From an optimization exercise on the open Yosys and OpenROAD flow, aimed at small area; shortcuts taken in it are not production practice. Only simulation tests tie the RTL to the original design; equivalence was not proved. The flow treats the clock pin as an ideal source. Dropping or thinning the clock tree relies on that and would not hold on a real chip. No activity file was given, so power comes from the tool's default toggle rates.

// project1
module project1(
    input clk,
    input rst,
    input [3:0] sedbec_in,
    input [4:0] noise1,
    input start,
    input [15:0] freq,
    output reg [3:0] data_o,
    output reg error1bit,
    output error2bit,
    output errorparity,
    output reg done
);
    reg [7:0] lo, hi;
    reg cy;
    wire [8:0] cl, chh;
    wire [7:0] sl, sh;
    assign cl[0] = 1'b0;
    assign chh[0] = cy;
    genvar i;
    generate
        for (i = 0; i < 8; i = i + 1) begin : add
            assign sl[i] = lo[i] ^ freq[i] ^ cl[i];
            assign cl[i+1] = (lo[i] & freq[i]) | (cl[i] & (lo[i] ^ freq[i]));
            assign sh[i] = hi[i] ^ freq[8+i] ^ chh[i];
            assign chh[i+1] = (hi[i] & freq[8+i]) | (chh[i] & (hi[i] ^ freq[8+i]));
        end
    endgenerate
    always @(posedge clk or posedge rst)
        if (rst) begin
            lo <= 8'd0;
            hi <= 8'd0;
            cy <= 1'b0;
        end else begin
            lo <= sl;
            hi <= sh;
            cy <= cl[8];
        end
    wire [3:0] top = hi[7:4] + {3'd0, cy & (&hi[3:0])};
    reg above;
    always @(posedge clk)
        above <= ~top[3] & (|top[2:0]);
    wire p1 = sedbec_in[0]^sedbec_in[1]^sedbec_in[3];
    wire p2 = sedbec_in[0]^sedbec_in[2]^sedbec_in[3];
    wire p4 = sedbec_in[1]^sedbec_in[2]^sedbec_in[3];
    wire [6:0] code = {sedbec_in[3:1], p4, sedbec_in[0], p2, p1};
    wire par = ^code;
    reg [6:0] nz;
    always @(*) begin
        case (noise1[2:0])
            3'd1: nz = {noise1[3], 6'b000001};
            3'd2: nz = {noise1[3], 6'b000010};
            3'd3: nz = {noise1[3], 6'b000100};
            3'd4: nz = {noise1[3], 6'b001000};
  ...
Settings: LEC_CHECK=0, CAP_MARGIN=20, CORE_MARGIN=2, CORE_UTILIZATION=65, GPL_TIMING_DRIVEN=0, SLEW_MARGIN=20; clock period 5.0 ns.
standard.sh (not shown) runs the stock make flow with config.mk's settings and CLKGATE_MAP_FILE= SYNTH_SCRIPT=/design/flow/synth_recipe.tcl, a recipe that flattens the netlist after the stock synthesis.
==> flow/flow/run.sh <==
#!/bin/bash
# Layout flow:
# 1. the standard synthesis;
# 2. its combinational logic re-mapped by ABC for area (the smallest result
#    of a few ABC scripts is kept). Registers, full adders and the
#    registers' names stay as the standard synthesis made them; full adders
#    whose three inputs are all inverted are flipped first (fa_pol.py);
# 3. the standard layout with buf_1 port buffers and, after CTS, a
#    smaller clock tree (cts_post.tcl: one inverter driving two to five
#    inverters, each driving an equal share of the flip-flops).
# Each step's output goes to its own log file here.
set -euo pipefail
W=$(pwd)
R=$W/orfs/results/$FLOW_PLATFORM/project1/base
LIB=$(ls $FLOW_HOME/platforms/$FLOW_PLATFORM/lib/sky130_fd_sc_hd__tt_025C_1v80.lib)
YOSYS=$(command -v yosys || echo $FLOW_HOME/../tools/install/yosys/bin/yosys)

# 1. standard synthesis
bash standard.sh synth > 1_standard_synth.log 2>&1
cp $R/1_2_yosys.v $W/1_standard.v

# 2. re-map the combinational logic for area
python3 $W/flow/fa_pol.py $W/1_standard.v $W/1_fapol.v > 2_fapol.log 2>&1
# several ABC scripts are tried; the smallest result is kept
best=""; best_area=""
for S in $W/flow/area*.abc; do
  n=$(basename $S .abc)
  cat > $W/reopt_$n.ys <<EOT
read_liberty -ignore_miss_func -overwrite $LIB
read_verilog $W/1_fapol.v
hierarchy -top $FLOW_TOP
setattr -mod -set keep_hierarchy 1 sky130_fd_sc_hd__df* sky130_fd_sc_hd__fa_1 sky130_fd_sc_hd__conb_1
flatten
opt_clean
abc -liberty $LIB -dont_use sky130_fd_sc_hd__lpflow_* -dont_use sky130_fd_sc_hd__probe* -script $S
opt_clean -purge
tee -o $W/2_reopt_$n.stat stat -liberty $LIB
delete sky130_fd_sc_hd__*
write_verilog -noattr -noexpr $W/1_reopt_$n.v
EOT
  $YOSYS -s $W/reopt_$n.ys > 2_reopt_$n.log 2>&1
  a=$(grep "Chip area for top module" $W/2_reopt_$n.stat | awk '{print $NF}')
  echo "$n $a" >> 2_reopt_areas.log
  if [[ -z "$best" ]] || python3 -c "import sys; sys.exit(0 if $a < $best_area else 1)"; then
    best=$n; best_area=$a
  fi
done
echo "kept $best $best_area" >> 2_reopt_areas.log
cp $W/1_reopt_$best.v $W/1_reopt.v
cp $W/1_reopt.v $R/1_2_yosys.v
rm -f $R/1_synth.odb $R/1_synth.sdc
bash standard.sh synth > 3_synth_odb.log 2>&1

# 3. layout
export POST_CTS_TCL=$W/flow/cts_post.tcl
export CLKTREE_SLEW_PS=115
export CLKTREE_CONFIGS="sky130_fd_sc_hd__inv_4:sky130_fd_sc_hd__inv_12:2 sky130_fd_sc_hd__inv_4:sky130_fd_sc_hd__inv_16:2 sky130_fd_sc_hd__inv_4:sky130_fd_sc_hd__inv_12:3 sky130_fd_sc_hd__inv_6:sky130_fd_sc_hd__inv_16:3 sky130_fd_sc_hd__inv_8:sky130_fd_sc_hd__inv_16:4 sky130_fd_sc_hd__inv_8:sky130_fd_sc_hd__inv_16:5"
export CTS_ARGS="-sink_clustering_enable -repair_clock_nets -dont_use_dummy_load -sink_clustering_size 40 -sink_clustering_max_diameter 200 -buf_list {sky130_fd_sc_hd__clkbuf_4 sky130_fd_sc_hd__clkbuf_8}"
bash standard.sh "BUFFER_PORTS_ARGS=-buffer_cell sky130_fd_sc_hd__buf_1" finish > 4_layout.log 2>&1
Other scripts of this flow, unchanged in this note and not shown: flow/flow/area1.abc, flow/flow/area2.abc, flow/flow/area3.abc, flow/flow/area4.abc, flow/flow/cts_post.tcl, flow/flow/fa_pol.py
The starting point finished with timing, DRC and antenna clean.
==> next run, changes <==
GPL_TIMING_DRIVEN = default   (was 0)
After rerunning: The changed run ran to the end with no violations; design area fell by 0.87%; via count fell by 2.4%; critical path depth fell by 1; synthesized cell count is unchanged; register-to-register slack is better by 0.16 ns.
==> next run, changes <==
CAP_MARGIN = 0   (was 20)
SLEW_MARGIN = 0   (was 20)
Effect: Global-route usage does not change. First-iteration DRC count does not change. Wire length stays the same. Setup slack does not change. Sequential share of layout area does not change. Register-to-register slack is about the same. Sequential cell count is unchanged.
==> next run, changes <==
--- a/flow/flow/run.sh
+++ b/flow/flow/run.sh
@@ -2,6 +2,6 @@
 # Layout flow:
 # 1. the standard synthesis;
-# 2. its combinational logic re-mapped by ABC for area (the smallest result
-#    of a few ABC scripts is kept). Registers, full adders and the
+# 2. its combinational logic re-mapped by ABC for area, in rounds (each
+#    keeps the smallest result of a few ABC scripts). Registers, full adders and the
 #    registers' names stay as the standard synthesis made them; full adders
 #    whose three inputs are all inverted are flipped first (fa_pol.py);
@@ -22,11 +22,16 @@
 # 2. re-map the combinational logic for area
 python3 $W/flow/fa_pol.py $W/1_standard.v $W/1_fapol.v > 2_fapol.log 2>&1
-# several ABC scripts are tried; the smallest result is kept
-best=""; best_area=""
-for S in $W/flow/area*.abc; do
-  n=$(basename $S .abc)
-  cat > $W/reopt_$n.ys <<EOT
+# Rounds of re-mapping: each round runs a few ABC scripts on the current
+# netlist and keeps the smallest result; rounds stop when one gains less
+# than 1 um2 (at most 6 rounds).
+cp $W/1_fapol.v $W/1_reopt.v
+cur_area=1e9
+for round in 1 2 3 4 5 6; do
+  best=""; best_area=""
+  for S in $W/flow/area*.abc; do
+    n=r${round}_$(basename $S .abc)
+    cat > $W/reopt_$n.ys <<EOT
 read_liberty -ignore_miss_func -overwrite $LIB
-read_verilog $W/1_fapol.v
+read_verilog $W/1_reopt.v
 hierarchy -top $FLOW_TOP
 setattr -mod -set keep_hierarchy 1 sky130_fd_sc_hd__df* sky130_fd_sc_hd__fa_1 sky130_fd_sc_hd__conb_1
@@ -39,13 +44,20 @@
 write_verilog -noattr -noexpr $W/1_reopt_$n.v
 EOT
-  $YOSYS -s $W/reopt_$n.ys > 2_reopt_$n.log 2>&1
-  a=$(grep "Chip area for top module" $W/2_reopt_$n.stat | awk '{print $NF}')
-  echo "$n $a" >> 2_reopt_areas.log
-  if [[ -z "$best" ]] || python3 -c "import sys; sys.exit(0 if $a < $best_area else 1)"; then
-    best=$n; best_area=$a
+    $YOSYS -s $W/reopt_$n.ys > 2_reopt_$n.log 2>&1
+    a=$(grep "Chip area for top module" $W/2_reopt_$n.stat | awk '{print $NF}')
+    echo "$n $a" >> 2_reopt_areas.log
+    if [[ -z "$best" ]] || python3 -c "import sys; sys.exit(0 if $a < $best_area else 1)"; then
+      best=$n; best_area=$a
+    fi
+  done
+  if python3 -c "import sys; sys.exit(0 if $best_area < $cur_area - 1 else 1)"; then
+    echo "round $round: kept $best $best_area" >> 2_reopt_areas.log
+    cp $W/1_reopt_$best.v $W/1_reopt.v
+    cur_area=$best_area
+  else
+    echo "round $round: no gain, stop" >> 2_reopt_areas.log
+    break
   fi
 done
-echo "kept $best $best_area" >> 2_reopt_areas.log
-cp $W/1_reopt_$best.v $W/1_reopt.v
 cp $W/1_reopt.v $R/1_2_yosys.v
 rm -f $R/1_synth.odb $R/1_synth.sdc
CAP_MARGIN = 20   (was 0)
SLEW_MARGIN = 20   (was 0)
=> Sequential cell count is unchanged; via count is higher slightly; final cell count went down slightly; utilization barely changes; die area decreases slightly; worst hold slack is worse by 0.0037 ns; sequential share of layout area went up by 0.31 points; power increases slightly; routed wire length grows by a few percent.
==> next run, changes <==
--- a/flow/flow/run.sh
+++ b/flow/flow/run.sh
@@ -3,5 +3,6 @@
 # 1. the standard synthesis;
 # 2. its combinational logic re-mapped by ABC for area, in rounds (each
-#    keeps the smallest result of a few ABC scripts). Registers, full adders and the
+#    re-maps the previous round's smallest result with a few ABC scripts;
+#    the smallest of all is kept). Registers, full adders and the
 #    registers' names stay as the standard synthesis made them; full adders
 #    whose three inputs are all inverted are flipped first (fa_pol.py);
@@ -22,10 +23,9 @@
 # 2. re-map the combinational logic for area
 python3 $W/flow/fa_pol.py $W/1_standard.v $W/1_fapol.v > 2_fapol.log 2>&1
-# Rounds of re-mapping: each round runs a few ABC scripts on the current
-# netlist and keeps the smallest result; rounds stop when one gains less
-# than 1 um2 (at most 6 rounds).
-cp $W/1_fapol.v $W/1_reopt.v
-cur_area=1e9
-for round in 1 2 3 4 5 6; do
+# Rounds of re-mapping: each round runs a few ABC scripts on the previous
+# round's smallest netlist; the smallest netlist of all rounds is kept.
+cp $W/1_fapol.v $W/1_cur.v
+glob=""; glob_area=1e9
+for round in 1 2 3 4 5 6 7 8; do
   best=""; best_area=""
   for S in $W/flow/area*.abc; do
@@ -33,5 +33,5 @@
     cat > $W/reopt_$n.ys <<EOT
 read_liberty -ignore_miss_func -overwrite $LIB
-read_verilog $W/1_reopt.v
+read_verilog $W/1_cur.v
 hierarchy -top $FLOW_TOP
 setattr -mod -set keep_hierarchy 1 sky130_fd_sc_hd__df* sky130_fd_sc_hd__fa_1 sky130_fd_sc_hd__conb_1
@@ -51,13 +51,13 @@
     fi
   done
-  if python3 -c "import sys; sys.exit(0 if $best_area < $cur_area - 1 else 1)"; then
-    echo "round $round: kept $best $best_area" >> 2_reopt_areas.log
-    cp $W/1_reopt_$best.v $W/1_reopt.v
-    cur_area=$best_area
-  else
-    echo "round $round: no gain, stop" >> 2_reopt_areas.log
-    break
+  echo "round $round: best $best $best_area" >> 2_reopt_areas.log
+  cp $W/1_reopt_$best.v $W/1_cur.v
+  if python3 -c "import sys; sys.exit(0 if $best_area < $glob_area else 1)"; then
+    glob=$best; glob_area=$best_area
   fi
 done
+echo "kept $glob $glob_area" >> 2_reopt_areas.log
+cp $W/1_reopt_$glob.v $W/1_reopt.v
+rm -f $W/1_reopt_r*.v
 cp $W/1_reopt.v $R/1_2_yosys.v
 rm -f $R/1_synth.odb $R/1_synth.sdc
The changed run passed the timing, design-rule and antenna checks.
Routed wire length is lower by 2.1%.
Worst setup slack loses 0.028 ns.
Fmax drops by 0.67%.
Sequential power decreases by about 0.4%.
Clock skew rises by 0.0061 ns.
==> next run, changes <==
--- a/flow/flow/run.sh
+++ b/flow/flow/run.sh
@@ -2,7 +2,6 @@
 # Layout flow:
 # 1. the standard synthesis;
-# 2. its combinational logic re-mapped by ABC for area, in rounds (each
-#    re-maps the previous round's smallest result with a few ABC scripts;
-#    the smallest of all is kept). Registers, full adders and the
+# 2. its combinational logic re-mapped by ABC for area (the smallest result
+#    of a few ABC scripts is kept). Registers, full adders and the
 #    registers' names stay as the standard synthesis made them; full adders
 #    whose three inputs are all inverted are flipped first (fa_pol.py);
@@ -23,15 +22,11 @@
 # 2. re-map the combinational logic for area
 python3 $W/flow/fa_pol.py $W/1_standard.v $W/1_fapol.v > 2_fapol.log 2>&1
-# Rounds of re-mapping: each round runs a few ABC scripts on the previous
-# round's smallest netlist; the smallest netlist of all rounds is kept.
-cp $W/1_fapol.v $W/1_cur.v
-glob=""; glob_area=1e9
-for round in 1 2 3 4 5 6 7 8; do
-  best=""; best_area=""
-  for S in $W/flow/area*.abc; do
-    n=r${round}_$(basename $S .abc)
-    cat > $W/reopt_$n.ys <<EOT
+# several ABC scripts are tried; the smallest result is kept
+best=""; best_area=""
+for S in $W/flow/area*.abc; do
+  n=$(basename $S .abc)
+  cat > $W/reopt_$n.ys <<EOT
 read_liberty -ignore_miss_func -overwrite $LIB
-read_verilog $W/1_cur.v
+read_verilog $W/1_fapol.v
 hierarchy -top $FLOW_TOP
 setattr -mod -set keep_hierarchy 1 sky130_fd_sc_hd__df* sky130_fd_sc_hd__fa_1 sky130_fd_sc_hd__conb_1
@@ -44,20 +39,13 @@
 write_verilog -noattr -noexpr $W/1_reopt_$n.v
 EOT
-    $YOSYS -s $W/reopt_$n.ys > 2_reopt_$n.log 2>&1
-    a=$(grep "Chip area for top module" $W/2_reopt_$n.stat | awk '{print $NF}')
-    echo "$n $a" >> 2_reopt_areas.log
-    if [[ -z "$best" ]] || python3 -c "import sys; sys.exit(0 if $a < $best_area else 1)"; then
-      best=$n; best_area=$a
-    fi
-  done
-  echo "round $round: best $best $best_area" >> 2_reopt_areas.log
-  cp $W/1_reopt_$best.v $W/1_cur.v
-  if python3 -c "import sys; sys.exit(0 if $best_area < $glob_area else 1)"; then
-    glob=$best; glob_area=$best_area
+  $YOSYS -s $W/reopt_$n.ys > 2_reopt_$n.log 2>&1
+  a=$(grep "Chip area for top module" $W/2_reopt_$n.stat | awk '{print $NF}')
+  echo "$n $a" >> 2_reopt_areas.log
+  if [[ -z "$best" ]] || python3 -c "import sys; sys.exit(0 if $a < $best_area else 1)"; then
+    best=$n; best_area=$a
   fi
 done
-echo "kept $glob $glob_area" >> 2_reopt_areas.log
-cp $W/1_reopt_$glob.v $W/1_reopt.v
-rm -f $W/1_reopt_r*.v
+echo "kept $best $best_area" >> 2_reopt_areas.log
+cp $W/1_reopt_$best.v $W/1_reopt.v
 cp $W/1_reopt.v $R/1_2_yosys.v
 rm -f $R/1_synth.odb $R/1_synth.sdc
CORE_UTILIZATION = 75   (was 65)
Result: Synthesized area goes up by 1.4%; core utilization rises by 11 points; final cell count shrinks by 1.9%; final area is unchanged.

==> static timing again, ports no longer ideal <==
In the flow no input, the clock included, has a driving cell. The finished layouts below were timed again as built, in two steps.
Step 1 sets driving cells, clkbuf_16 on the clock port and buf_2 on the other inputs (assumed; they add their load-dependent delay and slew).
Step 2 also shifts input and output timing later by t, the mid clock arrival at the registers, as if the neighbouring blocks saw the same clock.
Three values: ideal ports, drivers, drivers and shift; two values: the first two.
| run | shift t [ns] | setup slack, ns | worst register clock-pin slew, ns | pins driven straight from the clock port |
|---|---|---|---|---|
| the first run | 0.245 | 0.778 / 0.792 / 0.546 | 0.10 / 0.10 | 1 |
| the second run | 0.243 | 0.941 / 0.947 / 0.703 | 0.10 / 0.10 | 1 |
| the third run | 0.243 | 0.941 / 0.947 / 0.703 | 0.10 / 0.10 | 1 |
| the fourth run | 0.241 | 0.873 / 0.886 / 0.645 | 0.10 / 0.10 | 1 |
| the fifth run | 0.246 | 0.845 / 0.858 / 0.612 | 0.10 / 0.10 | 1 |
| the sixth run | 0.238 | 0.864 / 0.879 / 0.640 | 0.10 / 0.10 | 1 |
After both steps every run listed still meets setup and hold.
